Context: an optimization exercise on an open-source flow, tuned for small area, a short achievable clock period and few clock cycles. The choices shown serve that exercise and are no tape-out recipe. Only simulation tests tie the RTL to the original design; equivalence was not proved. The clock port is modelled as an ideal driver, which makes a skipped or thinned clock tree look cheaper than it is; a real chip needs a root buffer or a tree. Power and IR drop assume default switching activity.

[flow/design.v]
module lcd_ctrl(clk, reset, datain, cmd, cmd_valid, dataout, output_valid, busy);
input           clk;
input           reset;
input   [7:0]   datain;
input   [2:0]   cmd;
input           cmd_valid;
output reg [7:0]   dataout;
output reg         output_valid;
output reg         busy;
localparam REFLASH     = 3'd0;
localparam LOAD_DATA   = 3'd1;
localparam SHIFT_RIGHT = 3'd2;
localparam SHIFT_LEFT  = 3'd3;
localparam SHIFT_UP    = 3'd4;
localparam SHIFT_DOWN  = 3'd5;
reg [7:0] ring [0:35];
reg       loading;       
reg       mv_r;          
reg       mr, ml, mu, md;  
reg [1:0] wa;            
reg [1:0] wb1, wb0;      
reg [1:0] row, col;      
reg       active;        
reg [1:0] jr, jc;        
reg [1:0] ra, rb;        
reg       pend;          
reg       lpend;         
reg       rdy;           
wire accept  = cmd_valid & rdy;
wire is_load = accept & (cmd == LOAD_DATA);
function [1:0] inc3(input [1:0] x);
    inc3 = (x == 2'd2) ? 2'd0 : x + 2'd1;
endfunction
function [1:0] dec3(input [1:0] x);
    dec3 = (x == 2'd0) ? 2'd2 : x - 2'd1;
endfunction
wire acc_mv = accept & (cmd != LOAD_DATA);
wire mr_n = acc_mv & (cmd == SHIFT_RIGHT) & (col != 2'd3);
wire ml_n = acc_mv & (cmd == SHIFT_LEFT)  & (col != 2'd0);
wire mu_n = acc_mv & (cmd == SHIFT_UP)    & (row != 2'd0);
wire md_n = acc_mv & (cmd == SHIFT_DOWN)  & (row != 2'd3);
wire mv_n = mu | md;      
wire m0   = ~(mr | ml | mu | md);
wire       b0z = (wb0 == 2'd0);
wire [1:0] wb1_dec = dec3(wb1);
wire [1:0] wb1_inc = inc3(wb1);
wire [1:0] na  = ({2{m0}} & (wa - 2'd1)) | ({2{mr}} & wa) |
                 ({2{ml}} & (wa - 2'd2)) | ({2{mv_n}} & (wa + 2'd1));
wire [1:0] nb0 = ({2{mr}} & wb0) | ({2{ml}} & inc3(wb0)) |
                 ({2{~(mr | ml)}} & dec3(wb0));
wire [1:0] nb1 = ({2{m0}} & (b0z ? wb1_dec : wb1)) |
                 ({2{mr}} & wb1) |
                 ({2{ml}} & ((wb0 == 2'd2) ? wb1 : wb1_dec)) |
                 ({2{mu}} & (b0z ? wb1 : wb1_inc)) |
                 ({2{md}} & (b0z ? wb1_inc : wb1_dec));
wire [1:0] wa_n  = is_load ? 2'd2 : na;
wire [1:0] wb1_n = is_load ? 2'd1 : nb1;
wire [1:0] wb0_n = is_load ? 2'd2 : nb0;
wire last    = active & (jr == 2'd2) & (jc == 2'd2);
wire free    = ~active | last;
wire aligned = mr ? (wb0 == 2'd0) : ml ? (wb0 == 2'd2) : (wb0 == 2'd1);
wire ld_rdy  = lpend & (wa == 2'd0) & (wb1 == 2'd0) & (wb0 == 2'd1);
wire ld_end  = (wa == 2'd3) & (wb1 == 2'd2) & (wb0 == 2'd0);
wire start   = free & (ld_rdy | ((pend | mv_r) & aligned));
wire       nxt_row = (jc == 2'd2);
wire [1:0] jr_c = nxt_row ? jr + 2'd1 : jr;
wire [1:0] jc_c = nxt_row ? 2'd0 : jc + 2'd1;
wire [1:0] ra_c = nxt_row ? ra - 2'd1 : ra;       
wire [1:0] rb_c = nxt_row ? inc3(rb) : rb;        
wire t8_c  = (ra_c == 2'd0) & (rb_c == 2'd2);
wire t9_c  = (ra_c == 2'd3) & (rb_c == 2'd0);
wire t10_c = (ra_c == 2'd2) & (rb_c == 2'd1);
wire unsafe_go = ((jr_c != 2'd2) & (jc_c != 2'd2) & t10_c) |
                 ((jr_c == 2'd0) & (jc_c != 2'd2) & t8_c) |
                 ((jr_c == 2'd0) & t9_c);
wire [1:0] pb1 = b0z ? wb1_dec : wb1;
wire unsafe_start = mv_r |
                    ((wa == 2'd1) & (pb1 == 2'd2)) |
                    ((wa == 2'd0) & (pb1 == 2'd0)) |
                    ((wa == 2'd3) & (pb1 == 2'd1));
wire pend_n    = (pend | mv_r) & ~start;
wire lpend_n   = is_load | (lpend & ~ld_rdy);
wire loading_n = is_load | (loading & ~ld_end);
wire busy_n    = accept | loading_n | pend_n | lpend_n |
                 (start ? unsafe_start : (active & ~last & unsafe_go));
always @(posedge clk or posedge reset) begin
    if (reset) begin
        active       <= 1'b0;
        pend         <= 1'b0;
        lpend        <= 1'b0;
        loading      <= 1'b0;
        mv_r         <= 1'b0;
        busy         <= 1'b0;
        rdy          <= 1'b1;
        output_valid <= 1'b0;
    end else begin
        active       <= start | (active & ~last);
        pend         <= pend_n;
        lpend        <= lpend_n;
        loading      <= loading_n;
        mv_r         <= acc_mv;
        busy         <= busy_n;
        rdy          <= ~busy_n;
        output_valid <= active;
    end
end
reg [7:0] rdata;
integer t;
always @(*) begin
    rdata = 8'd0;
    for (t = 0; t < 12; t = t + 1)
        if (ra == ((3 * t) % 4) && rb == (t % 3))
            rdata = rdata | ring[3 * t];
end
always @(posedge clk) begin
    mr    <= mr_n;
    ml    <= ml_n;
    mu    <= mu_n;
    md    <= md_n;
    wa    <= wa_n;
    wb1   <= wb1_n;
    wb0   <= wb0_n;
    dataout <= rdata;
    if (start) begin
        jr <= 2'd0;
        jc <= 2'd0;
        ra <= na;
        rb <= nb1;
    end else begin
        jr <= jr_c;
        jc <= jc_c;
        ra <= ra_c;
        rb <= rb_c;
    end
    if (is_load) begin
        row <= 2'd2;
        col <= 2'd2;
    end else begin
        if (mr) col <= col + 2'd1;
        if (ml) col <= col - 2'd1;
        if (mu) row <= row - 2'd1;
        if (md) row <= row + 2'd1;
    end
end
integer i;
always @(posedge clk) begin
    for (i = 0; i < 35; i = i + 1)
        ring[i] <= ring[i + 1];
    ring[35] <= loading ? datain : ring[0];
end
endmodule
[flow/flow/run.sh]
#!/bin/bash
# The standard layout (the standard.sh: standard synthesis, floorplan,
# placement, CTS, routing), with these changes:
#  - port buffers are buf_2 cells instead of the default delay-buffer choice;
#  - CTS clusters sinks 30 at a time within 100 um and adds no dummy loads;
#  - after CTS, the middle level of the clock tree is removed, so the root
#    clock buffer drives the leaf clock buffers directly (flatten_clock.tcl).
# Each tool's output goes to its own log in this folder.
set -euo pipefail
export BUFFER_PORTS_ARGS="-buffer_cell sky130_fd_sc_hd__buf_2"
export CTS_ARGS="-sink_clustering_enable -repair_clock_nets -sink_clustering_size 30 -sink_clustering_max_diameter 100 -dont_use_dummy_load"
bash standard.sh cts > standard_cts.log 2>&1
CTS_ODB=$PWD/orfs/results/sky130hd/lcd_ctrl/base/4_cts.odb \
  openroad -no_init -exit flow/flatten_clock.tcl > flatten_clock.log 2>&1
bash standard.sh > standard.log 2>&1
[flow/flow/flatten_clock.tcl]
# Remove the middle level of the clock tree that CTS built: every clock
# buffer that is driven by the root clock buffer (the one the clock port
# drives) and drives only clock buffers is taken out, and its loads are
# driven by the root buffer directly.  All registers stay at the same depth
# (port -> root buffer -> leaf buffer -> register), so the tree stays
# balanced; it only gets one stage shorter.
read_db $::env(CTS_ODB)
set block [ord::get_db_block]
proc is_clkbuf {inst} {
  return [string match "sky130_fd_sc_hd__clkbuf_*" [[$inst getMaster] getName]]
}
set removed 0
foreach inst [$block getInsts] {
  if {![is_clkbuf $inst]} { continue }
  set a [$inst findITerm A]
  set x [$inst findITerm X]
  set in [$a getNet]
  set out [$x getNet]
  if {$in == "NULL" || $out == "NULL"} { continue }
  set drv ""
  foreach it [$in getITerms] {
    if {[$it isOutputSignal]} { set drv [$it getInst] }
  }
  if {$drv == "" || ![is_clkbuf $drv]} { continue }
  set dnet [[$drv findITerm A] getNet]
  if {$dnet == "NULL" || [llength [$dnet getBTerms]] == 0} { continue }
  set ok 1
  foreach it [$out getITerms] {
    if {$it != $x && ![is_clkbuf [$it getInst]]} { set ok 0 }
  }
  if {!$ok} { continue }
  puts "bypass [$inst getName]: loads of [$out getName] move to [$in getName]"
  foreach it [$out getITerms] {
    if {$it != $x} {
      $it disconnect
      $it connect $in
    }
  }
  $a disconnect
  $x disconnect
  odb::dbInst_destroy $inst
  odb::dbNet_destroy $out
  incr removed
}
puts "removed $removed clock buffers"
write_db $::env(CTS_ODB)
[flow/standard.sh]
#!/bin/bash
# synth_recipe.tcl (not shown) runs the flow's synth.tcl, then flattens the netlist and writes it again
# the make line also repeats each setting of config.mk as NAME=value (left out here)
make -C /OpenROAD-flow-scripts/flow DESIGN_CONFIG=/design/flow/config.mk WORK_HOME=/design/flow/orfs CLKGATE_MAP_FILE= SYNTH_SCRIPT=/design/flow/synth_recipe.tcl "${@:-finish}"
[flow/config.mk]
export PLATFORM = sky130hd
export DESIGN_NAME = lcd_ctrl
export DESIGN_NICKNAME = lcd_ctrl
export VERILOG_FILES = /design/flow/design.v
export SDC_FILE = /design/flow/constraint.sdc
export NUM_CORES = 4
export LEC_CHECK = 0
export ABC_CLOCK_PERIOD_IN_PS = 2000
export CAP_MARGIN = 20
export CORE_MARGIN = 2
export CORE_UTILIZATION = 70
export CTS_CLUSTER_DIAMETER = 100
export CTS_CLUSTER_SIZE = 30
export SETUP_SLACK_MARGIN = 2.7
export SLEW_MARGIN = 20
[flow/constraint.sdc]
create_clock -name core_clock -period 4.5 [get_ports {clk}]
set_input_delay 0.9000 -clock core_clock [delete_from_list [all_inputs] [get_ports {clk}]]
set_output_delay 0.9000 -clock core_clock [all_outputs]
set_load 0.01 [all_outputs]
==> results of run 1 <==
routing by layer:
| layer | global-route usage | wire length [um] | vias up | share of wire |
|---|---|---|---|---|
| li1 | - | - | 2096 | - |
| met1 | 0.316 | 6950 | 2072 | 0.48 |
| met2 | 0.352 | 6770 | 89 | 0.47 |
| met3 | 0.0574 | 504 | 25 | 0.035 |
| met4 | 0.0919 | 302 | 0 | 0.021 |
| met5 | 0 | 0 | - | 0 |
cell type report:
| type | instances | area [um2] |
|---|---|---|
| Timing Repair Buffer | 40 | 302 |
| Sequential cell | 326 | 6600 |
| Clock buffer | 12 | 300 |
| Multi-Input combinational cell | 232 | 1800 |
| Inverter | 17 | 67.6 |
| Fill cell | 706 | 2610 |
| Tap cell | 147 | 184 |
sequential cells by signal, indices dropped and copies added (netlist names), 2 cells and up:
signal	flops
wa	2
wb1	2
jc	2
row	2
col	2
ra	2
dataout	8
wb0	2
jr	2
ring	288
rb	2
what timing repair did:
action                     CTS  global route
hold endpoints to repair     0             0
setup endpoints to repair   30            20
setup buffers                1            15
pin swaps                    0             9
gates resized for setup     32            23
hold buffers                 0             0
path summary, 6_finish.rpt:
path / to / slack (ns) / cells after the start / from
max in group asynchronous: rdy / 3.83 / 2 / reset
worst min-delay path: ring[12][0] / 0.33 / 0 / ring[13][0]
worst max-delay path: dataout[5] / 2.66 / 7 / ra[0]
min in group asynchronous: busy / 0.39 / 2 / reset
worst max register to register: dataout[5] / 2.66 / 7 / ra[0]
worst min register to register: ring[12][0] / 0.33 / 0 / ring[13][0]
critical path, cell delays in order (launching register included):
cell	delay, ns
dfxtp_4	0.40
clkinvlp_4	0.15
ha_4	0.21
buf_12	0.14
a221oi_2	0.27
a311o_1	0.16
o21ai_0	0.11
a311o_1	0.30
cells by family after synthesis:
kind of cell / synth area share
xor gates and xnor gates: 0.00626
muxes: 0.0261
buffers and inverters: 0.0213
DFF: 0.782
and+or+nand+nor: 0.0463
AOI/OAI and AO/OA: 0.0942
adders and majority gates: 0.0238
power by group:
part	switching, mW	leakage, nW	total (mW)	internal, mW
sequential	0.247	2.70	3.42	3.18
clock	0.761	0.148	1.24	0.482
combinational	0.740	0.831	1.36	0.618
layout by cell type, fill, tap and decap left out, drive strengths merged, types with 3 or more instances in the layout:
cell / Yosys / final
a211oi: 3 / 3
a21oi: 21 / 21
a221oi: 10 / 10
a222oi: 8 / 8
a22o: 7 / 7
a22oi: 13 / 13
a31oi: 4 / 4
buf: 14 / 39
clkbuf: 7 / 13
dfrtp: 7 / 7
dfxtp: 318 / 318
ha: 16 / 16
inv: 17 / 16
mux2: 10 / 10
mux2i: 8 / 8
nand2: 21 / 21
nand2b: 8 / 8
nand3: 7 / 7
nor2: 28 / 28
nor2b: 4 / 4
nor3: 6 / 6
o211ai: 4 / 4
o21ai: 16 / 16
o221ai: 4 / 4
o22ai: 3 / 3
xnor2: 3 / 3
xor2: 3 / 3
==> reports/metrics.yaml, run 1 <==
fin_worst_hold_slack_ns: 0.327
syn_to_final_growth_pct: 10.1
num_rows: 40
fp.dieW_um: 114
fin_nets: 659
io_pins: 24
rsz0062_at_grt: "yes"
p_per_area_nw_per_um2: 651
setup_viol_count_final: 0
p_leak_nw: 3.68
dpl.cell_count: 746
crit_arrival_ns: 2.15
critPathLaunchType: "flop"
routed_via_density: 5.53
place_hpwl_um: 8600
drive_above_1_share: 0.164
vdd_drop_max_mv: 0.401
yosysUniqueCellTypes: 55
overflow: 0
wirelength_um: 14500
grt_max_degree: 31
crit_fanout: 6
clk_pin_slew_worst_paths_ns: 0.11
track_usage: 0.229
critPathKind: "reg2reg"
fmax_ghz: 0.543
worst_pin_slew_ns: 0.706
grt_pass1_wl_um: 22000
syn_nets: 626
fin_util: 0.780
pre_cts_slack_ns: 2.12
wl_per_cell_um: 18.8
antenna_found_initial: 0
die-area_um2: 12900
critPathCaptureType: "flop"
synth_top_cell_by_area: "dfxtp_1"
status: "complete, no violations"
slew_headroom: 0.529
power_mw: 6.03
yosys_most_used_dff: "dfxtp_1"
core_um2: 11900
grt_pass1_vias: 4172
place_area_um2: 8590
layout.cells.non_filler: 774
drv_slew: 0
clock_latency_ns: 0.42
synth-edff-count: 0
max-cap-violations: 0
seq_area_frac_synth: 0.782
layout_min_cycle_time_ns: 1.84
final_cell_area_um2: 9250
synthArstFlopShare: 0.0245
synth_common_cells: "dfxtp_1 (318), nor2_1 (28), nand2_1 (21), a21oi_1 (20)"
setup_slack_ns: 2.66
gp_congestion: 0.812
yosysWarnings: 2
worstHoldPathType: "reg2reg"
antenna_left: 0
synth.ff_latch_count: 326
synth_area_leaders: "dfxtp_1 (76%), ha_1 (2.4%), dfrtp_1 (2.1%)"
start_util: 0.708
syn_avg_cell_area_um2: 14.1
port_buffers: 23
crit_required_ns: 4.81
drc: 0
drtIter0Drc: 344
antennaDiodeCount: 0
period_share: 0.410
yosys.area.top_type_share: 0.758
cts.sinks: 326
fin_setup_tns_ns: 0
fin_skew_ns: 0.0120
dr.pass1.iters: 5
vias: 4282
synth_most_common_cell: "dfxtp_1"
finalHoldViolCount: 0
dieHeight_um: 114
synthesis.area_um2: 8400
syn_inst: 596
Testbench counts, summed over its fixed seeds: cycles 148,377.
==> run 2, diff against run 1 <==
--- a/flow/config.mk
+++ b/flow/config.mk
@@ -10,3 +10,3 @@
 export CORE_MARGIN = 2
-export CORE_UTILIZATION = 70
+export CORE_UTILIZATION = 60
 export CTS_CLUSTER_DIAMETER = 100
==> reports/metrics.yaml, run 2 <==
nFillCells: 1055
syn_to_final_growth_pct: 9.77
drc: 0
synth_common_cells: "dfxtp_1 (318), nor2_1 (28), nand2_1 (21), a21oi_1 (20)"
fin_nets: 653
dieHeight_um: 122
fin_worst_hold_slack_ns: 0.327
port_buffers: 23
finalHoldViolCount: 0
fin_setup_tns_ns: 0
drv_slew: 0
synthArstFlopShare: 0.0245
top_register: "ring"
setup_slack_ns: 2.67
swShare: 0.290
pre_cts_slack_ns: 2.33
cp_slowest_stage_delay_ns: 0.38
syn_avg_cell_area_um2: 14.1
slew_headroom: 0.534
critPathTopFamily: "flip-flops"
layout_min_cycle_time_ns: 1.83
syn_inst: 596
antenna_found_initial: 0
critPathLaunchType: "flop"
start_util: 0.610
synth.ff_latch_count: 326
drtIter0Drc: 323
core_um2: 13800
synthesis.area_um2: 8400
dpl.cell_count: 780
final_common_cell: "dfxtp_1"
routed_via_density: 5.33
wl_per_cell_um: 18.4
final_cell_mix: "dfxtp_1 (303), nor2_1 (28), nand2_1 (21)"
period_share: 0.407
holdBufCountCts: 0
synth_most_common_cell: "dfxtp_1"
p_seq_frac: 0.568
grt_max_degree: 31
clock_latency_ns: 0.42
critPathBufInv: 1
critPathKind: "reg2out"
clk_pin_slew_worst_paths_ns: 0.11
gp_congestion: 0.803
dr.pass1.iters: 5
vias: 4269
largestRegisters: "ring x288, dataout x8"
crit_end: "busy"
yosysWarnings: 2
grt_pass1_wl_um: 22300
crit_required_ns: 3.60
slowest_stage: "dfrtp_1"
synth_area_leaders: "dfxtp_1 (76%), ha_1 (2.4%), dfrtp_1 (2.1%)"
final_cell_area_um2: 9220
rrSetupSlack_ns: 2.78
power_mw: 5.98
pwr-share-comb: 0.222
layout.cells.non_filler: 801
wirelength_um: 14700
largest_reg_flops: 288
worst_pin_slew_ns: 0.700
max-cap-violations: 0
grt_pass1_vias: 4224
fp.dieW_um: 122
synth_top_cell_by_area: "dfxtp_1"
crit_fanout: 1
overflow: 0
p_leak_nw: 3.64
fin_skew_ns: 0.0150
num_rows: 43
r2r_start: "wb0[1]"
worstRegToRegCells: 7
regToRegEndpoint: "rdy"
crit_chain: "buf_2"
yosys.area.top_type_share: 0.758
fmax_ghz: 0.546
status: "complete, no violations"
die-area_um2: 15000
fin_util: 0.669
p_per_area_nw_per_um2: 648
drive_above_1_share: 0.150
power.switching_mw: 1.74
place_hpwl_um: 9030
synth-edff-count: 0
crit_start: "busy"
place_area_um2: 8640
io_pins: 24
multiInputGateArea_um2: 1770
track_usage: 0.202
seq_area_um2: 6590
worstHoldPathType: "reg2reg"
critPathCaptureType: "primary output"
vdd_drop_max_mv: 0.361
seq_area_frac_synth: 0.782
rsz0062_at_grt: "yes"
cts.sinks: 326
setup_viol_count_final: 0
yosysUniqueCellTypes: 55
p_int_mw: 4.24
yosys_most_used_dff: "dfxtp_1"
power.clock.fraction: 0.210
antenna_left: 0
crit_arrival_ns: 0.93
syn_nets: 626
cp.depth: 1
antennaDiodeCount: 0
==> run 2: cell types whose count changed in the layout (fill, tap and decap cells not counted), sizes merged <==
cell    previous run  this run
buf               39        34
clkbuf            13        12
==> run 2: timing repair <==
action / CTS / global route
endpoints found under the setup margin: 29 / 23
pin swaps: 1 / 4
buffers inserted: 5 / 4
resized for setup: 31 / 19
==> run 2: kinds of logic after synthesis <==
| family | count (synthesis) | share of synthesized area |
|---|---|---|
| flops | 326 | 0.782 |
| compound gates | 108 | 0.0942 |
| simple gates | 83 | 0.0463 |
| buf+inv | 38 | 0.0213 |
| mux | 19 | 0.0261 |
| fa+ha+maj | 16 | 0.0238 |
| xor+xnor | 6 | 0.00626 |
==> run 2: power by group through the flow <==
stage | sequential, mW | combinational [mW] | clock [mW]
after global routing | 3.43 | 1.44 | 1.38
after CTS | 3.38 | 1.21 | 1.39
after detailed placement | 3.42 | 1.09 | 0
after global placement | 3.41 | 1.05 | 0
final | 3.40 | 1.33 | 1.25
after floorplan | 3.35 | 0.819 | 0
==> run 2: worst min-delay path by stage <==
stage                           start     endpoint  slack (ns)  cells after the start
final                     ring[25][1]  ring[24][1]        0.33                      0
after global routing      ring[25][1]  ring[24][1]        0.33                      0
after CTS                 ring[25][1]  ring[24][1]        0.33                      0
after detailed placement  ring[17][3]  ring[16][3]        0.31                      0
after global placement    ring[28][4]  ring[27][4]        0.31                      0
after floorplan            ring[1][0]   ring[0][0]        0.31                      0
==> run 2: final cells by class <==
type                    instances  area share
repair buffers                 34      0.0285
inverters                      17     0.00733
flip-flops and latches        326       0.715
clock buffers                  12      0.0326
well taps                     180      0.0244
multi-input cells             232       0.192
==> run 2: layer usage <==
| metal | routed length (um) | part of all wire | global-route usage |
|---|---|---|---|
| met1 | 7140 | 0.49 | 0.281 |
| met2 | 6760 | 0.46 | 0.311 |
| met3 | 524 | 0.036 | 0.0386 |
| met4 | 281 | 0.019 | 0.0841 |
| met5 | 0 | 0 | 0 |
==> run 3, diff against run 2 <==
--- a/flow/design.v
+++ b/flow/design.v
@@ -30,13 +30,22 @@
 wire is_load = accept & (cmd == LOAD_DATA);
-function [1:0] inc3(input [1:0] x);
-    inc3 = (x == 2'd2) ? 2'd0 : x + 2'd1;
+function [1:0] g(input [1:0] v);        
+    g = v ^ (v >> 1);
 endfunction
-function [1:0] dec3(input [1:0] x);
-    dec3 = (x == 2'd0) ? 2'd2 : x - 2'd1;
+function [1:0] inc4(input [1:0] x);      
+    inc4 = {x[0], ~x[1]};
+endfunction
+function [1:0] dec4(input [1:0] x);      
+    dec4 = {~x[0], x[1]};
+endfunction
+function [1:0] inc3(input [1:0] x);      
+    inc3 = {x[0], ~(x[1] | x[0])};
+endfunction
+function [1:0] dec3(input [1:0] x);      
+    dec3 = {~(x[1] | x[0]), x[1]};
 endfunction
 wire acc_mv = accept & (cmd != LOAD_DATA);
-wire mr_n = acc_mv & (cmd == SHIFT_RIGHT) & (col != 2'd3);
-wire ml_n = acc_mv & (cmd == SHIFT_LEFT)  & (col != 2'd0);
-wire mu_n = acc_mv & (cmd == SHIFT_UP)    & (row != 2'd0);
-wire md_n = acc_mv & (cmd == SHIFT_DOWN)  & (row != 2'd3);
+wire mr_n = acc_mv & (cmd == SHIFT_RIGHT) & (col != g(2'd3));
+wire ml_n = acc_mv & (cmd == SHIFT_LEFT)  & (col != g(2'd0));
+wire mu_n = acc_mv & (cmd == SHIFT_UP)    & (row != g(2'd0));
+wire md_n = acc_mv & (cmd == SHIFT_DOWN)  & (row != g(2'd3));
 wire mv_n = mu | md;      
@@ -46,4 +55,4 @@
 wire [1:0] wb1_inc = inc3(wb1);
-wire [1:0] na  = ({2{m0}} & (wa - 2'd1)) | ({2{mr}} & wa) |
-                 ({2{ml}} & (wa - 2'd2)) | ({2{mv_n}} & (wa + 2'd1));
+wire [1:0] na  = ({2{m0}} & dec4(wa)) | ({2{mr}} & wa) |
+                 ({2{ml}} & ~wa) | ({2{mv_n}} & inc4(wa));
 wire [1:0] nb0 = ({2{mr}} & wb0) | ({2{ml}} & inc3(wb0)) |
@@ -55,3 +64,3 @@
                  ({2{md}} & (b0z ? wb1_inc : wb1_dec));
-wire [1:0] wa_n  = is_load ? 2'd2 : na;
+wire [1:0] wa_n  = is_load ? g(2'd2) : na;
 wire [1:0] wb1_n = is_load ? 2'd1 : nb1;
@@ -61,13 +70,13 @@
 wire aligned = mr ? (wb0 == 2'd0) : ml ? (wb0 == 2'd2) : (wb0 == 2'd1);
-wire ld_rdy  = lpend & (wa == 2'd0) & (wb1 == 2'd0) & (wb0 == 2'd1);
-wire ld_end  = (wa == 2'd3) & (wb1 == 2'd2) & (wb0 == 2'd0);
+wire ld_rdy  = lpend & (wa == g(2'd0)) & (wb1 == 2'd0) & (wb0 == 2'd1);
+wire ld_end  = (wa == g(2'd3)) & (wb1 == 2'd2) & (wb0 == 2'd0);
 wire start   = free & (ld_rdy | ((pend | mv_r) & aligned));
 wire       nxt_row = (jc == 2'd2);
-wire [1:0] jr_c = nxt_row ? jr + 2'd1 : jr;
-wire [1:0] jc_c = nxt_row ? 2'd0 : jc + 2'd1;
-wire [1:0] ra_c = nxt_row ? ra - 2'd1 : ra;       
+wire [1:0] jr_c = nxt_row ? inc3(jr) : jr;
+wire [1:0] jc_c = inc3(jc);
+wire [1:0] ra_c = nxt_row ? dec4(ra) : ra;        
 wire [1:0] rb_c = nxt_row ? inc3(rb) : rb;        
-wire t8_c  = (ra_c == 2'd0) & (rb_c == 2'd2);
-wire t9_c  = (ra_c == 2'd3) & (rb_c == 2'd0);
-wire t10_c = (ra_c == 2'd2) & (rb_c == 2'd1);
+wire t8_c  = (ra_c == g(2'd0)) & (rb_c == 2'd2);
+wire t9_c  = (ra_c == g(2'd3)) & (rb_c == 2'd0);
+wire t10_c = (ra_c == g(2'd2)) & (rb_c == 2'd1);
 wire unsafe_go = ((jr_c != 2'd2) & (jc_c != 2'd2) & t10_c) |
@@ -77,5 +86,5 @@
 wire unsafe_start = mv_r |
-                    ((wa == 2'd1) & (pb1 == 2'd2)) |
-                    ((wa == 2'd0) & (pb1 == 2'd0)) |
-                    ((wa == 2'd3) & (pb1 == 2'd1));
+                    ((wa == g(2'd1)) & (pb1 == 2'd2)) |
+                    ((wa == g(2'd0)) & (pb1 == 2'd0)) |
+                    ((wa == g(2'd3)) & (pb1 == 2'd1));
 wire pend_n    = (pend | mv_r) & ~start;
@@ -111,3 +120,3 @@
     for (t = 0; t < 12; t = t + 1)
-        if (ra == ((3 * t) % 4) && rb == (t % 3))
+        if (ra == g((3 * t) % 4) && rb == (t % 3))
             rdata = rdata | ring[3 * t];
@@ -135,9 +144,9 @@
     if (is_load) begin
-        row <= 2'd2;
-        col <= 2'd2;
+        row <= g(2'd2);
+        col <= g(2'd2);
     end else begin
-        if (mr) col <= col + 2'd1;
-        if (ml) col <= col - 2'd1;
-        if (mu) row <= row - 2'd1;
-        if (md) row <= row + 2'd1;
+        if (mr) col <= inc4(col);
+        if (ml) col <= dec4(col);
+        if (mu) row <= dec4(row);
+        if (md) row <= inc4(row);
     end
--- a/flow/config.mk
+++ b/flow/config.mk
@@ -13,3 +13,3 @@
 export CTS_CLUSTER_SIZE = 30
-export SETUP_SLACK_MARGIN = 2.7
+export SETUP_SLACK_MARGIN = 2.75
 export SLEW_MARGIN = 20
==> reports/metrics.yaml, run 3 <==
core_um2: 13800
synth_most_common_cell: "dfxtp_1"
overflow: 0
synth_compound_area_frac: 0.0932
clock_latency_ns: 0.42
r2r_start: "ra[1]"
synth.ff_latch_count: 326
synth_top_cell_by_area: "dfxtp_1"
grt_max_degree: 31
critPathKind: "reg2out"
fp.dieW_um: 122
critPathTopFamily: "flip-flops"
crit_required_ns: 3.60
fmax_ghz: 0.549
p_leak_nw: 3.74
crit_end: "busy"
max-cap-violations: 0
synth-xor-area-share: 0.00313
drc: 0
antenna_left: 0
cts.sinks: 326
syn_avg_cell_area_um2: 14.1
seq_area_frac_synth: 0.781
syn_nets: 609
setup_viol_count_final: 0
p_per_area_nw_per_um2: 659
period_share: 0.405
status: "complete, no violations"
antenna_found_initial: 0
critPathLaunchType: "flop"
synth_common_cells: "dfxtp_1 (318), nand2_1 (31), mux2_2 (27), a22oi_1 (20), nor2_1 (20)"
fin_setup_tns_ns: 0
rsz0062_at_grt: "yes"
wl_per_cell_um: 17.8
drtIter0Drc: 298
io_pins: 24
worst_pin_slew_ns: 0.770
critPathBufInv: 1
grt_pass1_wl_um: 22000
crit_chain: "buf_2"
slew_headroom: 0.487
cp.depth: 1
place_area_um2: 8640
routed_via_density: 5.20
fin_nets: 634
grt_pass1_vias: 3988
vdd_drop_max_mv: 0.331
crit_arrival_ns: 0.92
port_buffers: 23
yosysUniqueCellTypes: 55
dr.pass1.iters: 4
dieHeight_um: 122
place_hpwl_um: 9220
synth-edff-count: 0
yosys.area.top_type_share: 0.757
syn_inst: 595
critPathCaptureType: "primary output"
worstHoldPathType: "reg2reg"
synthesis.area_um2: 8400
crit_fanout: 1
synthMuxAreaShare: 0.0397
largestRegisters: "ring x288, dataout x8"
regToRegEndpoint: "dataout[6]"
wirelength_um: 14200
syn_to_final_growth_pct: 9.04
synth-simple-area-share: 0.0643
die-area_um2: 15000
start_util: 0.610
layout_min_cycle_time_ns: 1.82
final_cell_area_um2: 9160
fin_skew_ns: 0.0119
synth_adder_area_share: 0
drv_slew: 0
track_usage: 0.203
yosys_most_used_dff: "dfxtp_1"
final_common_cell: "dfxtp_1"
cp_slowest_stage_delay_ns: 0.37
final_cell_mix: "dfxtp_1 (302), nand2_1 (31), mux2_2 (27)"
synthArstFlopShare: 0.0245
clk_pin_slew_worst_paths_ns: 0.11
finalHoldViolCount: 0
drive_above_1_share: 0.180
yosysWarnings: 2
synth_area_leaders: "dfxtp_1 (76%), mux2_2 (3.6%), dfrtp_1 (2.1%)"
slowest_stage: "dfrtp_1"
worstRegToRegCells: 6
synth_top_family_by_area: "compound AO/OA/AOI/OAI gates"
nFillCells: 1054
crit_start: "busy"
gp_congestion: 0.823
largest_reg_flops: 288
top_register: "ring"
num_rows: 43
antennaDiodeCount: 0
rrSetupSlack_ns: 2.82
vias: 4150
run 3: what timing repair did:
action / CTS / global route
hold buffers: 0 / 0
gates cloned: 0 / 0
setup endpoints to repair: 31 / 28
setup buffers: 2 / 10
pin swaps: 1 / 4
resized for setup: 29 / 16
run 3: cell type report:
cell class / count / area, um2 / area share
Sequential cell: 326 / 6600 / 0.720
Timing Repair Buffer: 38 / 290 / 0.0317
Multi-Input combinational cell: 237 / 1730 / 0.189
Inverter: 5 / 18.8 / 0.00205
Tap cell: 180 / 225 / 0.0246
Clock buffer: 12 / 300 / 0.0328
run 3: metrics by stage:
stage | setup WS, ns | utilization | instances | hold WS (ns) | total power, mW
after detailed placement | 2.23 | 0.627 | 774 | 0.312 | 4.67
after floorplan | 2.84 | - | 595 | 0.310 | 4.35
after global placement | 2.38 | 0.627 | 774 | 0.310 | 4.65
after CTS | 2.61 | 0.660 | 790 | 0.327 | 6.10
after global routing | 2.62 | 0.665 | 798 | 0.337 | 6.35
final | 2.68 | 0.665 | 798 | 0.334 | 6.04
run 3: where the power goes:
| part | internal [mW] | switching, mW | total (mW) |
|---|---|---|---|
| clock network | 0.482 | 0.768 | 1.25 |
| registers | 3.23 | 0.292 | 3.52 |
| logic | 0.643 | 0.626 | 1.27 |
| total | 4.35 | 1.69 | 6.04 |
run 3: layer usage:
layer | vias to the layer above | GRT usage | part of all wire
li1 | 2090 | - | -
met1 | 1984 | 0.295 | 0.51
met2 | 63 | 0.295 | 0.44
met3 | 13 | 0.0460 | 0.032
met4 | 0 | 0.0783 | 0.013
met5 | - | 0 | 0
run 3: worst min path at each step:
stage	end	cells after the start	slack [ns]	startpoint
CTS	ring[13][3]	0	0.33	ring[14][3]
finish	ring[16][6]	0	0.33	ring[17][6]
global placement	ring[22][6]	0	0.31	ring[23][6]
detailed placement	ring[24][1]	0	0.31	ring[25][1]
global route	ring[12][0]	0	0.34	ring[13][0]
floorplan	ring[0][0]	0	0.31	ring[1][0]
run 3: kinds of logic (layout without fill, tap and decap cells):
family,after synthesis,in the layout
compound gates,100,100
flops,326,326
xor+xnor,3,3
buf+inv,32,55
mux,30,30
simple gates,104,104
Testbench counts of run 3, summed over its fixed seeds: cycles 148,377.
==> run 4, diff against run 3 <==
--- a/flow/config.mk
+++ b/flow/config.mk
@@ -13,3 +13,3 @@
 export CTS_CLUSTER_SIZE = 30
-export SETUP_SLACK_MARGIN = 2.75
+export SETUP_SLACK_MARGIN = 2.7
 export SLEW_MARGIN = 20
==> reports/metrics.yaml, run 4 <==
status: "complete, no violations"
port_buffers: 23
synthesis.area_um2: 8400
place_area_um2: 8630
critPathBufInv: 1
grt_util_met2: 0.317
synth_top_cell_by_area: "dfxtp_1"
synthArstFlopShare: 0.0245
max-cap-violations: 0
routed_via_density: 5.31
track_usage: 0.205
start_util: 0.610
crit_required_ns: 3.60
num_rows: 43
critPathLaunchType: "flop"
synth.ff_latch_count: 326
cts.sinks: 326
power_mw: 6.02
grt_pass1_vias: 4239
io_pins: 24
gp_congestion: 0.792
slowest_stage: "dfxtp_2"
fp.dieW_um: 122
final_common_cell: "dfxtp_1"
seq_area_frac_synth: 0.781
yosys_most_used_dff: "dfxtp_1"
period_share: 0.404
swShare: 0.283
wl_per_cell_um: 18.0
drtIter0Drc: 231
syn_nets: 609
power.switching_mw: 1.70
pwr-share-comb: 0.206
grt.busiest_layer: "met2"
holdBufCountCts: 0
crit_chain: "buf_6"
drive_above_1_share: 0.170
p_seq_frac: 0.587
dieHeight_um: 122
crit_fanout: 1
setup_viol_count_final: 0
syn_avg_cell_area_um2: 14.1
worstHoldPathType: "reg2reg"
drc: 0
setup_slack_ns: 2.68
drv_slew: 0
fin_setup_tns_ns: 0
final_cell_area_um2: 9100
syn_inst: 595
grt_pass1_wl_um: 22700
dr.pass1.iters: 5
yosysWarnings: 2
fin_skew_ns: 0.00874
antenna_found_initial: 0
largestRegisters: "ring x288, dataout x8"
antenna_left: 0
synth_most_common_cell: "dfxtp_1"
fin_worst_hold_slack_ns: 0.330
p_leak_nw: 3.70
fmax_ghz: 0.550
layout.cells.non_filler: 792
grtUsageMet3: 0.0446
layout_min_cycle_time_ns: 1.82
vdd_drop_max_mv: 0.376
finalHoldViolCount: 0
core_um2: 13800
pre_cts_slack_ns: 2.11
overflow: 0
power.clock.fraction: 0.207
yosys.area.top_type_share: 0.757
synth_common_cells: "dfxtp_1 (318), nand2_1 (31), mux2_2 (27), a22oi_1 (20), nor2_1 (20)"
wirelength_um: 14300
clock_latency_ns: 0.42
synth-edff-count: 0
grtUsageMet1: 0.289
crit_arrival_ns: 0.92
critPathCaptureType: "primary output"
top_register: "ring"
p_int_mw: 4.32
largest_reg_flops: 288
fin_nets: 628
p_per_area_nw_per_um2: 662
rsz0062_at_grt: "yes"
worst_pin_slew_ns: 0.773
antennaDiodeCount: 0
yosysUniqueCellTypes: 55
critPathKind: "reg2out"
place_hpwl_um: 9060
die-area_um2: 15000
synth_area_leaders: "dfxtp_1 (76%), mux2_2 (3.6%), dfrtp_1 (2.1%)"
critPathTopFamily: "flip-flops"
slew_headroom: 0.485
syn_to_final_growth_pct: 8.32
dpl.cell_count: 774
final_cell_mix: "dfxtp_1 (303), nand2_1 (31), mux2_2 (27)"
cp_slowest_stage_delay_ns: 0.39
grt_max_degree: 31
vias: 4207
clk_pin_slew_worst_paths_ns: 0.11
fin_util: 0.661
==> run 4: power by group through the flow <==
stage	Combinational, mW	Clock [mW]	Sequential (mW)
after global placement	1.11	0	3.55
after floorplan	0.970	0	3.38
after detailed placement	1.14	0	3.56
after CTS	1.20	1.37	3.53
final	1.24	1.25	3.53
after global routing	1.36	1.38	3.58
==> run 4: layout make-up <==
class,instances,area (um2)
multi-input combinational,237,1730
sequential,326,6590
tap,180,225
fill,1076,4670
inverter,5,18.8
clock buffer,12,300
timing repair buffer,32,236
==> run 4: timing repair <==
| item | in CTS | in global routing |
|---|---|---|
| endpoints found under the hold margin | 0 | 0 |
| buffers inserted | 2 | 4 |
| setup endpoints to repair | 30 | 26 |
| resized for setup | 29 | 11 |
| pin swaps | 1 | 2 |
| cloned | 0 | 0 |
==> run 4: routing by layer <==
metal  share of wire  up-vias
met5               0        -
met4           0.015        0
met3           0.032       18
met2            0.45       68
met1            0.50     2036
li1                -     2085
==> run 4: cells by family after synthesis <==
group / count (synthesis) / synth area share
DFF: 326 / 0.781
and+or+nand+nor: 104 / 0.0643
AOI/OAI and AO/OA: 100 / 0.0932
buffers and inverters: 32 / 0.0182
muxes: 30 / 0.0397
xor gates and xnor gates: 3 / 0.00313
==> run 4: worst paths after layout <==
kind | slack (ns) | startpoint | depth (start not counted) | end
hold / removal | 0.33 | ring[16][5] | 0 | ring[15][5]
hold reg to reg | 0.33 | ring[16][5] | 0 | ring[15][5]
setup / recovery | 2.68 | dataout[4] | 1 | dataout[4]
setup reg to reg | 2.74 | ra[1] | 4 | dataout[0]
max in group asynchronous | 3.81 | reset | 2 | rdy
min in group asynchronous | 0.40 | reset | 2 | loading
==> run 5, diff against run 4 <==
--- a/flow/flow/run.sh
+++ b/flow/flow/run.sh
@@ -5,4 +5,5 @@
 #  - CTS clusters sinks 30 at a time within 100 um and adds no dummy loads;
-#  - after CTS, the middle level of the clock tree is removed, so the root
-#    clock buffer drives the leaf clock buffers directly (flatten_clock.tcl).
+#  - after CTS, the middle level of the clock tree is removed and the root
+#    buffer is split in two, each driving half of the leaf clock buffers
+#    from the middle of them (flatten_clock.tcl).
 # Each tool's output goes to its own log in this folder.
--- a/flow/flow/flatten_clock.tcl
+++ b/flow/flow/flatten_clock.tcl
@@ -1,7 +1,10 @@
-# Remove the middle level of the clock tree that CTS built: every clock
-# buffer that is driven by the root clock buffer (the one the clock port
-# drives) and drives only clock buffers is taken out, and its loads are
-# driven by the root buffer directly.  All registers stay at the same depth
-# (port -> root buffer -> leaf buffer -> register), so the tree stays
-# balanced; it only gets one stage shorter.
+# Reshape the clock tree that CTS built, keeping every register at the same
+# depth (port -> root buffer -> leaf buffer -> register):
+#  1. every clock buffer that is driven by the root clock buffer (the one the
+#     clock port drives) and drives only clock buffers is taken out, and its
+#     loads are driven by the root buffer directly;
+#  2. the root buffer's loads are split in two halves by x position, a second
+#     root buffer (same cell) drives one half, and each root buffer is moved
+#     to the middle of its loads; the clock port then drives the two root
+#     buffers.  Detailed placement legalizes the moved and added cells.
 read_db $::env(CTS_ODB)
@@ -11,2 +14,4 @@
 }
+
+# 1. remove the middle level
 set removed 0
@@ -45,2 +50,52 @@
 puts "removed $removed clock buffers"
+
+# 2. split the root
+set root ""
+foreach inst [$block getInsts] {
+  if {![is_clkbuf $inst]} { continue }
+  set n [[$inst findITerm A] getNet]
+  if {$n != "NULL" && [llength [$n getBTerms]] > 0} { set root $inst }
+}
+if {$root == ""} { error "no root clock buffer found" }
+set rx [$root findITerm X]
+set rnet [$rx getNet]
+set pnet [[$root findITerm A] getNet]
+set loads {}
+foreach it [$rnet getITerms] {
+  if {$it != $rx} {
+    set b [[$it getInst] getBBox]
+    lappend loads [list [expr {([$b xMin] + [$b xMax]) / 2}] [expr {([$b yMin] + [$b yMax]) / 2}] $it]
+  }
+}
+set loads [lsort -integer -index 0 $loads]
+set half [expr {[llength $loads] / 2}]
+puts "root [$root getName] drives [llength $loads] loads; moving $half... to a second root"
+if {[llength $loads] >= 4} {
+  set nb [odb::dbInst_create $block [$root getMaster] clkbuf_0b_clk]
+  set nn [odb::dbNet_create $block clknet_0b_clk]
+  $nn setSigType CLOCK
+  [$nb findITerm A] connect $pnet
+  [$nb findITerm X] connect $nn
+  proc centre {items} {
+    set sx 0; set sy 0
+    foreach e $items { incr sx [lindex $e 0]; incr sy [lindex $e 1] }
+    return [list [expr {$sx / [llength $items]}] [expr {$sy / [llength $items]}]]
+  }
+  set g1 [lrange $loads 0 [expr {$half - 1}]]
+  set g2 [lrange $loads $half end]
+  foreach e $g2 {
+    set it [lindex $e 2]
+    $it disconnect
+    $it connect $nn
+  }
+  foreach {inst grp} [list $root $g1 $nb $g2] {
+    lassign [centre $grp] cx cy
+    set m [$inst getMaster]
+    $inst setLocation [expr {$cx - [$m getWidth] / 2}] [expr {$cy - [$m getHeight] / 2}]
+    $inst setPlacementStatus PLACED
+    puts "[$inst getName] at $cx $cy drives [llength $grp]"
+  }
+  detailed_placement
+  check_placement -verbose
+}
 write_db $::env(CTS_ODB)
==> reports/metrics.yaml, run 5 <==
status: "complete, no violations"
yosys_most_used_dff: "dfxtp_1"
critPathLaunchType: "flop"
vias: 4222
holdBufCountCts: 0
routed.top_layer: "met4"
dieHeight_um: 122
fin_setup_tns_ns: 0
overflow: 0
routed_via_density: 5.32
fp.dieW_um: 122
met1Wirelength_um: 6930
p_per_area_nw_per_um2: 663
hold_depth: 0
worstRegToRegCells: 4
slew_headroom: 0.482
drv_slew: 0
grt_pass1_wl_um: 22700
top_register: "ring"
synth_common_cells: "dfxtp_1 (318), nand2_1 (31), mux2_2 (27), a22oi_1 (20), nor2_1 (20)"
antenna_found_initial: 0
seq_area_frac_synth: 0.781
gp_congestion: 0.792
worstHoldPathType: "reg2reg"
grt_max_degree: 31
fin_nets: 629
dr.pass1.iters: 6
syn_nets: 609
cts.sinks: 326
clock_latency_ns: 0.35
antennaDiodeCount: 0
place_hpwl_um: 9060
crit_fanout: 22
wl_per_cell_um: 17.9
wl_met2_um: 6550
fin_worst_hold_slack_ns: 0.329
fmax_ghz: 0.565
yosysUniqueCellTypes: 55
setup_viol_count_final: 0
final_cell_mix: "dfxtp_1 (303), nand2_1 (31), mux2_2 (27)"
crit_arrival_ns: 1.97
slowest_stage: "dfxtp_1"
drc: 0
worst_pin_slew_ns: 0.777
largest_reg_flops: 288
die-area_um2: 15000
final_common_cell: "dfxtp_1"
antenna_left: 0
crit_required_ns: 4.70
synth_top_cell_by_area: "dfxtp_1"
critPathCaptureType: "flop"
p_leak_nw: 3.71
critPathKind: "reg2reg"
core_um2: 13800
syn_inst: 595
vdd_drop_max_mv: 0.377
syn_to_final_growth_pct: 8.60
largestRegisters: "ring x288, dataout x8"
num_rows: 43
wirelength_um: 14200
clk_pin_slew_worst_paths_ns: 0.10
track_usage: 0.201
max-cap-violations: 0
yosys.area.top_type_share: 0.757
synthArstFlopShare: 0.0245
drive_above_1_share: 0.171
io_pins: 24
port_buffers: 23
start_util: 0.610
rsz0062_at_grt: "yes"
synth_most_common_cell: "dfxtp_1"
dr_wl_met3_um: 514
fin_skew_ns: 0.0248
grt_pass1_vias: 4278
syn_avg_cell_area_um2: 14.1
period_share: 0.393
synth-edff-count: 0
finalHoldViolCount: 0
crit_chain: "buf_8 -> mux2_2 -> a222oi_1 -> o211ai_1"
synth_area_leaders: "dfxtp_1 (76%), mux2_2 (3.6%), dfrtp_1 (2.1%)"
yosysWarnings: 2
cp_slowest_stage_delay_ns: 0.44
synth.ff_latch_count: 326
synthesis.area_um2: 8400
layout_min_cycle_time_ns: 1.77
drtIter0Drc: 273
run 5: worst max-delay path: cells and delay by family, from the launching register on:
| kind | cells | cell delay, ns |
|---|---|---|
| AO/OA/AOI/OAI | 2 | 0.54 |
| buffers and inverters | 1 | 0.25 |
| flip-flops | 1 | 0.44 |
| multiplexers | 1 | 0.39 |
run 5: power by group:
part	total (mW)	leakage (nW)	switching [mW]	internal, mW
Clock	1.28	0.160	0.754	0.526
Combinational	1.24	0.772	0.626	0.612
Sequential	3.53	2.78	0.306	3.22
Total	6.05	3.71	1.69	4.36
run 5: final timing paths:
kind                       slack, ns          to         from
max in group asynchronous       3.72         rdy        reset
min reg2reg                     0.33  ring[9][4]  ring[10][4]
max                             2.73  dataout[0]        ra[1]
max reg2reg                     2.73  dataout[0]        ra[1]
min                             0.33  ring[9][4]  ring[10][4]
min in group asynchronous       0.49     loading        reset
run 5: final cells by class:
class | instances | area [um2]
tap | 180 | 225
timing repair buffer | 32 | 240
buffer | 1 | 25.0
multi-input combinational | 237 | 1720
fill | 1072 | 4650
clock buffer | 12 | 300
sequential | 326 | 6590
inverter | 5 | 18.8
run 5: cells by family (layout without fill, tap and decap cells):
kind of cell	Yosys count	in the layout	synth area share
buffers and inverters	32	50	0.0182
flip-flops	326	326	0.781
multiplexers	30	30	0.0397
XOR/XNOR	3	3	0.00313
AO/OA/AOI/OAI	100	100	0.0932
AND/OR/NAND/NOR	104	104	0.0643
run 5: per-stage QoR:
stage	instance area (um2)	worst slack (ns)	power, mW	utilization	instances
after global placement	8630	2.26	4.66	0.627	774
after CTS	9090	2.62	6.10	0.660	790
after detailed placement	8630	2.11	4.69	0.627	774
final	9130	2.73	6.05	0.663	793
after global routing	9130	2.64	6.35	0.663	793
after floorplan	8400	2.74	4.35	-	595
run 5: what timing repair did:
action	4_1_cts	5_1_grt
pin swaps	1	2
buffers inserted	2	4
gates resized for setup	29	11
endpoints found under the setup margin	30	21
cloned	0	0
run 5: metal layers:
metal	vias up	global-route usage
met5	-	0
met4	0	0.0496
met3	14	0.0339
met2	79	0.318
met1	2040	0.292
li1	2089	-
==> run 6, diff against run 5 <==
--- a/flow/config.mk
+++ b/flow/config.mk
@@ -13,3 +13,3 @@
 export CTS_CLUSTER_SIZE = 30
-export SETUP_SLACK_MARGIN = 2.7
+export SETUP_SLACK_MARGIN = 2.85
 export SLEW_MARGIN = 20
==> reports/metrics.yaml, run 6 <==
start_util: 0.610
core_um2: 13800
drtIter0Drc: 286
crit_arrival_ns: 0.85
cts.sinks: 326
yosysWarnings: 2
critPathTopFamily: "flip-flops"
wirelength_um: 14900
clock_latency_ns: 0.35
worst_pin_slew_ns: 0.756
vias: 4359
finalHoldViolCount: 0
port_buffers: 23
cp_slowest_stage_delay_ns: 0.37
io_pins: 24
wl_per_cell_um: 18.4
fmax_ghz: 0.572
largestRegisters: "ring x288, dataout x8"
critPathLaunchType: "flop"
cp.depth: 1
pre_cts_slack_ns: 2.23
yosysUniqueCellTypes: 55
setup_slack_ns: 2.75
critPathKind: "reg2out"
synth_area_leaders: "dfxtp_1 (76%), mux2_2 (3.6%), dfrtp_1 (2.1%)"
fin_nets: 648
track_usage: 0.205
dr.pass1.iters: 5
overflow: 0
num_rows: 43
swShare: 0.280
grtUsageMet1: 0.293
synth-edff-count: 0
largest_reg_flops: 288
final_cell_mix: "dfxtp_1 (299), nand2_1 (31), mux2_2 (27)"
fin_skew_ns: 0.0264
power_mw: 6.29
pwr-share-comb: 0.236
critPathCaptureType: "primary output"
syn_inst: 595
status: "complete, no violations"
synth_most_common_cell: "dfxtp_1"
drv_slew: 0
nFillCells: 1027
grt_util_met2: 0.325
antenna_left: 0
drive_above_1_share: 0.214
synthesis.area_um2: 8400
place_hpwl_um: 9340
p_seq_frac: 0.560
final_common_cell: "dfxtp_1"
dieHeight_um: 122
syn_avg_cell_area_um2: 14.1
synth_top_cell_by_area: "dfxtp_1"
synth.ff_latch_count: 326
multiInputGateArea_um2: 1800
grt.busiest_layer: "met2"
vdd_drop_max_mv: 0.409
crit_chain: "buf_2"
fin_setup_tns_ns: 0
slowest_stage: "dfrtp_1"
p_leak_nw: 3.84
p_per_area_nw_per_um2: 669
worstHoldPathType: "reg2reg"
synthArstFlopShare: 0.0245
max-cap-violations: 0
rsz0062_at_grt: "yes"
critPathBufInv: 1
p_int_mw: 4.53
worstRegToRegCells: 5
routed_via_density: 5.37
grtUsageMet3: 0.0376
yosys.area.top_type_share: 0.757
slew_headroom: 0.496
grt_max_degree: 31
crit_fanout: 1
grt_pass1_vias: 4311
clk_pin_slew_worst_paths_ns: 0.10
drc: 0
synth_common_cells: "dfxtp_1 (318), nand2_1 (31), mux2_2 (27), a22oi_1 (20), nor2_1 (20)"
fp.dieW_um: 122
place_area_um2: 8640
gp_congestion: 0.815
antenna_found_initial: 0
yosys_most_used_dff: "dfxtp_1"
power.clock.fraction: 0.204
top_register: "ring"
period_share: 0.389
hold_depth: 0
final_cell_area_um2: 9400
seq_area_frac_synth: 0.781
layout_min_cycle_time_ns: 1.75
syn_to_final_growth_pct: 11.8
seq_area_um2: 6610
die-area_um2: 15000
grt_pass1_wl_um: 23100
syn_nets: 609
setup_viol_count_final: 0
power.switching_mw: 1.76
antennaDiodeCount: 0
crit_required_ns: 3.60
## run 6: path summary, 6_finish.rpt
| kind | slack [ns] | end | from |
|---|---|---|---|
| worst max-delay path | 2.75 | output_valid | output_valid |
| worst min-delay path | 0.32 | ring[18][0] | ring[19][0] |
| worst max register to register | 2.87 | rdy | wb0[0] |
| worst min register to register | 0.32 | ring[18][0] | ring[19][0] |
| max in group asynchronous | 3.73 | rdy | reset |
| min in group asynchronous | 0.48 | output_valid | reset |
## run 6: per-stage QoR
stage | utilization | hold WS (ns) | cells
6_report | 0.682 | 0.318 | 812
5_1_grt | 0.682 | 0.323 | 812
3_5_place_dp | 0.627 | 0.312 | 774
2_1_floorplan | - | 0.310 | 595
3_3_place_gp | 0.627 | 0.310 | 774
4_1_cts | 0.668 | 0.333 | 797
## run 6: kinds of logic (layout without fill, tap and decap cells)
family	after synthesis	after routing	share of synthesized area
mux	30	30	0.0397
simple gates	104	104	0.0643
xor+xnor	3	3	0.00313
flops	326	326	0.781
compound gates	100	100	0.0932
buf+inv	32	69	0.0182
## run 6: routing by layer
metal / vias up / part of all wire
met3: 23 / 0.029
met2: 79 / 0.46
met4: 0 / 0.018
li1: 2116 / -
met1: 2141 / 0.50
met5: - / 0
## run 6: cell type report
type                    instances  area share
flip-flops and latches        326       0.703
well taps                     180      0.0240
clock buffers                  12      0.0320
multi-input cells             237       0.192
plain buffers                   1     0.00266
repair buffers                 51      0.0449
inverters                       5     0.00200
## run 6: what timing repair did
action / CTS / global route
hold buffers: 0 / 0
pin swaps: 5 / 2
endpoints found under the setup margin: 31 / 37
gates resized for setup: 46 / 18
setup buffers: 9 / 15
cloned: 0 / 1
## run 6: power by group through the flow
stage / Sequential [mW] / Combinational (mW) / Clock (mW)
3_3_place_gp: 3.54 / 1.10 / 0
6_report: 3.52 / 1.48 / 1.29
3_5_place_dp: 3.56 / 1.13 / 0
4_1_cts: 3.52 / 1.27 / 1.37
2_1_floorplan: 3.38 / 0.970 / 0
5_1_grt: 3.56 / 1.61 / 1.42
==> run 7, diff against run 6 <==
--- a/flow/config.mk
+++ b/flow/config.mk
@@ -13,3 +13,3 @@
 export CTS_CLUSTER_SIZE = 30
-export SETUP_SLACK_MARGIN = 2.85
+export SETUP_SLACK_MARGIN = 2.8
 export SLEW_MARGIN = 20
==> reports/metrics.yaml, run 7 <==
synth_common_cells: "dfxtp_1 (318), nand2_1 (31), mux2_2 (27), a22oi_1 (20), nor2_1 (20)"
max-cap-violations: 0
crit_required_ns: 3.60
antenna_left: 0
core_um2: 13800
drive_above_1_share: 0.197
synthesis.area_um2: 8400
grtUsageMet1: 0.298
fp.dieW_um: 122
layout_min_cycle_time_ns: 1.75
hold_end: "ring[18][1]"
largestRegisters: "ring x288, dataout x8"
overflow: 0
final_cell_mix: "dfxtp_1 (300), nand2_1 (31), mux2_2 (27)"
antenna_found_initial: 0
critPathKind: "reg2out"
port_buffers: 23
synth-edff-count: 0
crit_fanout: 1
power.switching_mw: 1.70
dr.pass1.iters: 4
dieHeight_um: 122
synth_top_cell_by_area: "dfxtp_1"
synth_top_family_by_area: "compound AO/OA/AOI/OAI gates"
rsz0062_at_grt: "yes"
pwr-share-comb: 0.219
synth-simple-area-share: 0.0643
yosysWarnings: 2
cts.sinks: 326
wl_per_cell_um: 17.7
crit_chain: "buf_2"
final_common_cell: "dfxtp_1"
io_pins: 24
fmax_ghz: 0.571
syn_avg_cell_area_um2: 14.1
grt_pass1_wl_um: 22000
cp_slowest_stage_delay_ns: 0.37
gp_congestion: 0.823
critPathTopFamily: "flip-flops"
p_per_area_nw_per_um2: 663
fin_worst_hold_slack_ns: 0.320
drv_slew: 0
vias: 4209
r2r_start: "wb0[0]"
vdd_drop_max_mv: 0.339
critPathLaunchType: "flop"
synthMuxAreaShare: 0.0397
p_seq_frac: 0.572
syn_nets: 609
yosys.area.top_type_share: 0.757
slowest_stage: "dfrtp_1"
track_usage: 0.197
dpl.cell_count: 774
synthArstFlopShare: 0.0245
rrSetupSlack_ns: 2.85
yosys_most_used_dff: "dfxtp_1"
synth.ff_latch_count: 326
synth-xor-area-share: 0.00313
p_int_mw: 4.47
worstHoldPathType: "reg2reg"
grtUsageMet3: 0.0349
grt_pass1_vias: 3949
yosysUniqueCellTypes: 55
num_rows: 43
clk_pin_slew_worst_paths_ns: 0.10
regToRegEndpoint: "rb[0]"
synth_area_leaders: "dfxtp_1 (76%), mux2_2 (3.6%), dfrtp_1 (2.1%)"
fin_skew_ns: 0.0179
period_share: 0.389
largest_reg_flops: 288
antennaDiodeCount: 0
clock_latency_ns: 0.35
synth_adder_area_share: 0
setup_viol_count_final: 0
start_util: 0.610
critPathCaptureType: "primary output"
routed_via_density: 5.23
crit_arrival_ns: 0.85
place_hpwl_um: 9220
min_from: "ring[19][1]"
synth_compound_area_frac: 0.0932
worst_pin_slew_ns: 0.763
power.clock.fraction: 0.209
p_leak_nw: 3.80
worstRegToRegCells: 6
fin_setup_tns_ns: 0
finalHoldViolCount: 0
slew_headroom: 0.491
die-area_um2: 15000
grt_util_met2: 0.292
synth_most_common_cell: "dfxtp_1"
crit_start: "busy"
critPathBufInv: 1
drc: 0
syn_inst: 595
syn_to_final_growth_pct: 10.6
seq_area_frac_synth: 0.781
grt_max_degree: 31
fin_nets: 641
status: "complete, no violations"
layout.cells.non_filler: 805
hold_depth: 0
swShare: 0.276
drtIter0Drc: 294
top_register: "ring"
wirelength_um: 14300
grt.busiest_layer: "met1"
[run 7: cell counts after synthesis]
No cell type changed its count.
[run 7: routing by layer]
layer,vias up,wire [um]
li1,2105,-
met1,2020,7380
met2,68,6300
met3,16,398
met4,0,192
met5,-,0
[run 7: area by class of cell]
class                           count  area, um2
Timing Repair Buffer               44        379
Inverter                            5       18.8
Tap cell                          180        225
Clock buffer                       12        300
Sequential cell                   326       6610
Fill cell                        1045       4480
Multi-Input combinational cell    237       1740
Buffer                              1       25.0
[run 7: cells by family (layout without fill, tap and decap cells)]
family | after synthesis | in the layout
buffers and inverters | 32 | 62
AOI/OAI and AO/OA | 100 | 100
DFF | 326 | 326
xor gates and xnor gates | 3 | 3
muxes | 30 | 30
and+or+nand+nor | 104 | 104
[run 7: per-stage QoR]
step	cell area (um2)	utilization	setup slack [ns]	total power [mW]
final	9300	0.675	2.75	6.17
after global routing	9300	0.675	2.70	6.48
after CTS	9110	0.661	2.61	6.11
after detailed placement	8640	0.627	2.23	4.67
after global placement	8640	0.627	2.38	4.65
after floorplan	8410	-	2.84	4.35
[run 7: how the worst max path moves through the flow]
stage / to / slack [ns] / depth (start not counted)
after floorplan: wb0[0] / 2.84 / 4
after global placement: dataout[7] / 2.38 / 6
after detailed placement: dataout[6] / 2.23 / 4
after CTS: output_valid / 2.61 / 1
after global routing: busy / 2.70 / 1
final: busy / 2.75 / 1
[run 7: power groups by stage]
stage	Sequential [mW]	Combinational (mW)	Clock (mW)
5_1_grt	3.57	1.49	1.43
3_3_place_gp	3.54	1.10	0
4_1_cts	3.53	1.19	1.39
6_report	3.53	1.35	1.29
3_5_place_dp	3.55	1.12	0
2_1_floorplan	3.38	0.970	0
[run 7: repair_timing]
action / CTS / global route
hold buffers: 0 / 0
buffers inserted: 2 / 15
pin swaps: 2 / 5
setup endpoints to repair: 31 / 29
endpoints found under the hold margin: 0 / 0
cloned: 0 / 1
resized for setup: 34 / 19
==> run 8, diff against run 7 <==
--- a/flow/flow/run.sh
+++ b/flow/flow/run.sh
@@ -6,4 +6,4 @@
 #  - after CTS, the middle level of the clock tree is removed and the root
-#    buffer is split in two, each driving half of the leaf clock buffers
-#    from the middle of them (flatten_clock.tcl).
+#    buffer is split in four, each driving a quarter of the leaf clock
+#    buffers from the middle of them (flatten_clock.tcl).
 # Each tool's output goes to its own log in this folder.
--- a/flow/flow/flatten_clock.tcl
+++ b/flow/flow/flatten_clock.tcl
@@ -5,6 +5,7 @@
 #     loads are driven by the root buffer directly;
-#  2. the root buffer's loads are split in two halves by x position, a second
-#     root buffer (same cell) drives one half, and each root buffer is moved
-#     to the middle of its loads; the clock port then drives the two root
-#     buffers.  Detailed placement legalizes the moved and added cells.
+#  2. the root buffer's loads are split in four groups by their direction
+#     from the middle of them, three more root buffers (same cell) drive three of
+#     the groups, and each root buffer is moved to the middle of its group;
+#     the clock port then drives the four root buffers.  Detailed placement
+#     legalizes the moved and added cells.
 read_db $::env(CTS_ODB)
@@ -52,2 +53,3 @@
 # 2. split the root
+set nroots 4
 set root ""
@@ -69,29 +71,52 @@
 }
-set loads [lsort -integer -index 0 $loads]
-set half [expr {[llength $loads] / 2}]
-puts "root [$root getName] drives [llength $loads] loads; moving $half... to a second root"
-if {[llength $loads] >= 4} {
-  set nb [odb::dbInst_create $block [$root getMaster] clkbuf_0b_clk]
-  set nn [odb::dbNet_create $block clknet_0b_clk]
-  $nn setSigType CLOCK
-  [$nb findITerm A] connect $pnet
-  [$nb findITerm X] connect $nn
-  proc centre {items} {
-    set sx 0; set sy 0
-    foreach e $items { incr sx [lindex $e 0]; incr sy [lindex $e 1] }
-    return [list [expr {$sx / [llength $items]}] [expr {$sy / [llength $items]}]]
+set n [llength $loads]
+puts "root [$root getName] drives $n loads"
+if {$n >= 2 * $nroots} {
+  set cx 0
+  set cy 0
+  foreach e $loads {
+    incr cx [lindex $e 0]
+    incr cy [lindex $e 1]
   }
-  set g1 [lrange $loads 0 [expr {$half - 1}]]
-  set g2 [lrange $loads $half end]
-  foreach e $g2 {
-    set it [lindex $e 2]
-    $it disconnect
-    $it connect $nn
+  set cx [expr {$cx / $n}]
+  set cy [expr {$cy / $n}]
+  set byangle {}
+  foreach e $loads {
+    lappend byangle [list [expr {atan2([lindex $e 1] - $cy, [lindex $e 0] - $cx)}] $e]
   }
-  foreach {inst grp} [list $root $g1 $nb $g2] {
-    lassign [centre $grp] cx cy
-    set m [$inst getMaster]
-    $inst setLocation [expr {$cx - [$m getWidth] / 2}] [expr {$cy - [$m getHeight] / 2}]
-    $inst setPlacementStatus PLACED
-    puts "[$inst getName] at $cx $cy drives [llength $grp]"
+  set byangle [lsort -real -index 0 $byangle]
+  set roots [list $root]
+  for {set k 1} {$k < $nroots} {incr k} {
+    set nb [odb::dbInst_create $block [$root getMaster] clkbuf_0_${k}_clk]
+    set nn [odb::dbNet_create $block clknet_0_${k}_clk]
+    $nn setSigType CLOCK
+    [$nb findITerm A] connect $pnet
+    [$nb findITerm X] connect $nn
+    lappend roots $nb
+  }
+  for {set k 0} {$k < $nroots} {incr k} {
+    set lo [expr {$k * $n / $nroots}]
+    set hi [expr {($k + 1) * $n / $nroots - 1}]
+    set r [lindex $roots $k]
+    set net [[$r findITerm X] getNet]
+    set sx 0
+    set sy 0
+    set c 0
+    foreach a [lrange $byangle $lo $hi] {
+      set e [lindex $a 1]
+      incr sx [lindex $e 0]
+      incr sy [lindex $e 1]
+      incr c
+      if {$k > 0} {
+        set it [lindex $e 2]
+        $it disconnect
+        $it connect $net
+      }
+    }
+    set m [$r getMaster]
+    set x [expr {$sx / $c - [$m getWidth] / 2}]
+    set y [expr {$sy / $c - [$m getHeight] / 2}]
+    $r setLocation $x $y
+    $r setPlacementStatus PLACED
+    puts "[$r getName] drives $c loads from ($x, $y)"
   }
--- a/flow/config.mk
+++ b/flow/config.mk
@@ -13,3 +13,3 @@
 export CTS_CLUSTER_SIZE = 30
-export SETUP_SLACK_MARGIN = 2.8
+export SETUP_SLACK_MARGIN = 2.84
 export SLEW_MARGIN = 20
==> reports/metrics.yaml, run 8 <==
status: "complete, no violations"
drv_slew: 0
cp_slowest_stage_delay_ns: 0.37
final_common_cell: "dfxtp_1"
largestRegisters: "ring x288, dataout x8"
finalHoldViolCount: 0
antenna_found_initial: 0
p_leak_nw: 3.85
crit_fanout: 1
final_cell_mix: "dfxtp_1 (299), nand2_1 (31), mux2_2 (27)"
antennaDiodeCount: 0
crit_arrival_ns: 0.81
grt_pass1_wl_um: 22900
slew_headroom: 0.495
worst_pin_slew_ns: 0.757
largest_reg_flops: 288
p_int_mw: 4.59
drive_above_1_share: 0.206
p_seq_frac: 0.555
power.switching_mw: 1.74
core_um2: 13800
setup_viol_count_final: 0
overflow: 0
antenna_left: 0
place_hpwl_um: 9340
place_area_um2: 8640
worstHoldPathType: "reg2reg"
cts.sinks: 326
layout.cells.non_filler: 810
seq_area_frac_synth: 0.781
multiInputGateArea_um2: 1770
routed_via_density: 5.30
synth.ff_latch_count: 326
drtIter0Drc: 314
syn_to_final_growth_pct: 12.1
holdBufCountCts: 0
synthesis.area_um2: 8400
synth_common_cells: "dfxtp_1 (318), nand2_1 (31), mux2_2 (27), a22oi_1 (20), nor2_1 (20)"
period_share: 0.379
synth_most_common_cell: "dfxtp_1"
fp.dieW_um: 122
pre_cts_slack_ns: 2.23
grt_pass1_vias: 4297
pwr-share-comb: 0.230
layout_min_cycle_time_ns: 1.71
wirelength_um: 14900
power.clock.fraction: 0.215
synthArstFlopShare: 0.0245
gp_congestion: 0.815
dieHeight_um: 122
yosys_most_used_dff: "dfxtp_1"
die-area_um2: 15000
top_register: "ring"
dr.pass1.iters: 5
critPathTopFamily: "flip-flops"
vias: 4289
seq_area_um2: 6610
syn_nets: 609
track_usage: 0.204
swShare: 0.275
nFillCells: 1011
critPathBufInv: 1
syn_avg_cell_area_um2: 14.1
fin_skew_ns: 0.0270
fin_worst_hold_slack_ns: 0.330
slowest_stage: "dfrtp_1"
p_per_area_nw_per_um2: 673
fmax_ghz: 0.586
yosys.area.top_type_share: 0.757
synth_area_leaders: "dfxtp_1 (76%), mux2_2 (3.6%), dfrtp_1 (2.1%)"
wl_per_cell_um: 18.3
yosysUniqueCellTypes: 55
grt_max_degree: 31
vdd_drop_max_mv: 0.408
synth-edff-count: 0
fin_setup_tns_ns: 0
setup_slack_ns: 2.79
critPathCaptureType: "primary output"
clk_pin_slew_worst_paths_ns: 0.11
critPathLaunchType: "flop"
crit_required_ns: 3.60
critPathKind: "reg2out"
io_pins: 24
fin_nets: 646
start_util: 0.610
num_rows: 43
port_buffers: 23
rsz0062_at_grt: "yes"
final_cell_area_um2: 9420
drc: 0
yosysWarnings: 2
crit_chain: "buf_2"
clock_latency_ns: 0.30
dpl.cell_count: 774
syn_inst: 595
synth_top_cell_by_area: "dfxtp_1"
max-cap-violations: 0
-- run 8: cell counts after synthesis --
Identical to the previous run, type by type.
-- run 8: repair_timing --
| item | 4_1_cts | 5_1_grt |
|---|---|---|
| setup endpoints to repair | 31 | 41 |
| gates resized for setup | 44 | 16 |
| pin swaps | 3 | 5 |
| setup buffers | 5 | 15 |
| cloned | 0 | 1 |
-- run 8: worst paths after layout --
check	startpoint	depth (start not counted)	slack, ns	endpoint
worst max-delay path	output_valid	1	2.79	output_valid
worst min-delay path	ring[2][2]	0	0.33	ring[1][2]
worst max register to register	wb0[0]	6	2.82	rdy
worst min register to register	ring[2][2]	0	0.33	ring[1][2]
max in group asynchronous	reset	2	3.69	rdy
min in group asynchronous	reset	2	0.52	output_valid
-- run 8: cell type report --
class | instances | area share
Clock buffer | 12 | 0.0319
Sequential cell | 326 | 0.702
Inverter | 5 | 0.00199
Timing Repair Buffer | 47 | 0.0446
Multi-Input combinational cell | 237 | 0.188
Buffer | 3 | 0.00797
Tap cell | 180 | 0.0239
-- run 8: power by group through the flow --
stage | Clock [mW] | Combinational, mW | Sequential [mW]
CTS | 1.37 | 1.25 | 3.53
finish | 1.36 | 1.46 | 3.52
floorplan | 0 | 0.970 | 3.38
global placement | 0 | 1.10 | 3.54
global route | 1.50 | 1.59 | 3.56
detailed placement | 0 | 1.13 | 3.56
-- run 8: stage by stage --
| step | utilization | power, mW |
|---|---|---|
| global route | 0.684 | 6.64 |
| finish | 0.684 | 6.34 |
| floorplan | - | 4.35 |
| detailed placement | 0.627 | 4.68 |
| CTS | 0.665 | 6.15 |
| global placement | 0.627 | 4.65 |
-- run 8: layer usage --
layer	vias up	GRT usage	share of wire
met1	2091	0.291	0.49
met4	0	0.0611	0.017
li1	2118	-	-
met5	-	0	0
met3	16	0.0297	0.026
met2	64	0.325	0.46
-- run 8: cell families after synthesis --
logic type / share of synthesized area
flip-flops: 0.781
AND/OR/NAND/NOR: 0.0643
AO/OA/AOI/OAI: 0.0932
buffers and inverters: 0.0182
multiplexers: 0.0397
XOR/XNOR: 0.00313

-- separate check: timing with driven ports --
Ports are ideal in the flow. The routed layouts listed here were re-timed in OpenROAD. Step 1 sets driving cells, clkbuf_16 on the clock port and buf_2 on the other inputs (assumed; they add their load-dependent delay and slew). Step 2 also shifts input and output timing later by t, the mid clock arrival at the registers, as if the neighbouring blocks saw the same clock. a / b / c = ideal / step 1 / step 2; a / b = the first two.
run	t (ns)	setup slack, ns
run 1	0.456	2.657 / 2.628 / 2.454
run 2	0.454	2.669 / 2.628 / 2.445
run 3	0.459	2.677 / 2.636 / 2.449
run 4	0.453	2.683 / 2.642 / 2.374
run 5	0.390	2.731 / 2.718 / 2.480
run 6	0.393	2.751 / 2.694 / 2.560
run 7	0.396	2.748 / 2.691 / 2.592
run 8	0.379	2.793 / 2.707 / 2.586
After both steps setup and hold are still met in every run listed.
